From an optimization exercise on the open Yosys and OpenROAD flow, aimed at small area; shortcuts taken in it are not production practice. The RTL was checked by simulation tests, not by an equivalence proof against the original design.

==> flow/design.v (excerpt) <==
module TopLevel(Clk, Rst, v0, v1, imem_addr, imem_data, dmem_addr, dmem_wdata, dmem_we, dmem_re, dmem_rdata, sad_re, sad_addr, sad_rdata);
Size in the first run: roughly 21000 cells after synthesis, roughly 940 I/O pins, ~180000 µm² of cells after synthesis.
clock: 20.0 ns
lec_check: 0
abc_area: 1
cap_margin: 20
core_margin: 2
core_utilization: 40
place_density: 0.55
slew_margin: 20
standard.sh (not shown) runs the stock make flow with config.mk's settings and CLKGATE_MAP_FILE= SYNTH_SCRIPT=/design/flow/synth_recipe.tcl, a recipe that flattens the netlist after the stock synthesis.
==> flow/flow/run.sh <==
#!/bin/bash
# The standard layout (the standard.sh: standard synthesis, floorplan,
# placement, CTS, routing, finish) with three layout choices changed:
#  - the port buffers are the smallest buffer cell (buf_1) instead of the
#    resizer's default pick; every port still gets its own buffer;
#  - CTS uses clkbuf_8 and inserts no dummy balancing loads;
#  - after routing-stage timing repair, non-critical gates are downsized.
set -euo pipefail
export BUFFER_PORTS_ARGS="-buffer_cell sky130_fd_sc_hd__buf_1"
export CTS_ARGS="-sink_clustering_enable -repair_clock_nets -buf_list sky130_fd_sc_hd__clkbuf_8 -dont_use_dummy_load"
export RECOVER_POWER=100
bash standard.sh finish > standard_flow.log 2>&1
The starting point finished but failed the layout checks on max-capacitance violations, max-slew violations.
Edit:
==> flow/flow/run.sh (replaced) <==
#!/bin/bash
# The standard layout (the standard.sh: standard synthesis, floorplan,
# placement, CTS, routing, finish) with two layout choices changed:
#  - the port buffers are the smallest buffer cell (buf_1) instead of the
#    resizer's default pick; every port still gets its own buffer;
#  - CTS builds the tree from clkbuf_16 with larger sink clusters and inserts
#    no dummy balancing loads.
# The make output goes to standard_flow.log; ORFS keeps each step's log
# under orfs/logs.
set -euo pipefail
export BUFFER_PORTS_ARGS="-buffer_cell sky130_fd_sc_hd__buf_1"
export CTS_ARGS="-sink_clustering_enable -repair_clock_nets -buf_list sky130_fd_sc_hd__clkbuf_16 -sink_clustering_size 20 -sink_clustering_max_diameter 60 -dont_use_dummy_load"
bash standard.sh finish > standard_flow.log 2>&1
CAP_MARGIN = 35   (was 20)
SLEW_MARGIN = 30   (was 20)
What happened: This time the run completed without violations. Area after synthesis does not change. Wire length is lower by 0.56%. Global-route usage decreases by 0.17 points. Utilization rose by 0.25 points.
Edit:
--- a/flow/flow/run.sh
+++ b/flow/flow/run.sh
@@ -12 +12 @@
-export CTS_ARGS="-sink_clustering_enable -repair_clock_nets -buf_list sky130_fd_sc_hd__clkbuf_16 -sink_clustering_size 20 -sink_clustering_max_diameter 60 -dont_use_dummy_load"
+export CTS_ARGS="-sink_clustering_enable -repair_clock_nets -buf_list sky130_fd_sc_hd__clkbuf_16 -sink_clustering_size 30 -sink_clustering_max_diameter 80 -dont_use_dummy_load"
Outcome:
- wire length is about the same
- core utilization goes down by 0.73 points
- maximum frequency hardly moves
- design area goes down slightly
- global-route usage goes down by 0.11 points
- count of clock-buffer cells in the layout goes down by 132
- sequential share of layout area goes up by 0.59 points
Edit:
==> flow/run.sh (new file) <==
#!/bin/bash
# synth_recipe.tcl (not shown) runs the flow's synth.tcl, then flattens the netlist and writes it again
# the make line also repeats each setting of config.mk as NAME=value (left out here)
make -C /OpenROAD-flow-scripts/flow DESIGN_CONFIG=/design/flow/config.mk WORK_HOME=/design/flow/orfs CLKGATE_MAP_FILE= SYNTH_SCRIPT=/design/flow/synth_recipe.tcl finish
ABC_AREA = not set   (was 1)
CAP_MARGIN = 20   (was 35)
CORE_UTILIZATION = 30   (was 40)
PLACE_DENSITY = 0.45   (was 0.55)
SLEW_MARGIN = 20   (was 30)
removed: flow/flow/run.sh
removed: flow/standard.sh
Result: The new run went through all stages and came out clean. Via count fell by a few percent. Cell area rises by roughly a tenth. Worst setup slack is worse by 0.020 ns. Die area rose by a quarter to a third. Utilization falls by 7.9 points. Routed wire length climbs by roughly a tenth.

port drivers added, routing unchanged:
The results above use ideal ports. As a check the final layouts listed here were re-extracted and re-timed, cells and wires unchanged.
Step 1 sets driving cells, clkbuf_16 on the clock port and buf_2 on the other inputs (assumed; they add their load-dependent delay and slew).
Step 2 adds t to the input delays and takes it off the output delays; t is the mean of the earliest and latest rising clock arrival at the registers after step 1. Input paths then give back, and output paths get back, about the clock's delay inside the block.
Three values: ideal ports, drivers, drivers and shift; two values: the first two.
| run | t (ns) | setup WS [ns] | clock arrival spread, ns | pins driven straight from the clock port |
|---|---|---|---|---|
| the first run | 1.291 | 1.254 / 1.254 / 1.107 | 0.173 / 0.172 | 1 |
| the second run | 1.026 | 2.421 / 2.421 / 2.421 | 0.148 / 0.148 | 1 |
| the third run | 1.035 | 2.438 / 2.438 / 2.438 | 0.143 / 0.143 | 1 |
| the fourth run | 1.124 | 2.419 / 2.419 / 2.419 | 0.143 / 0.144 | 1 |
For the first run, which loses most, drivers alone change the setup slack by 0.000 ns; drivers and shift together by -0.147 ns.
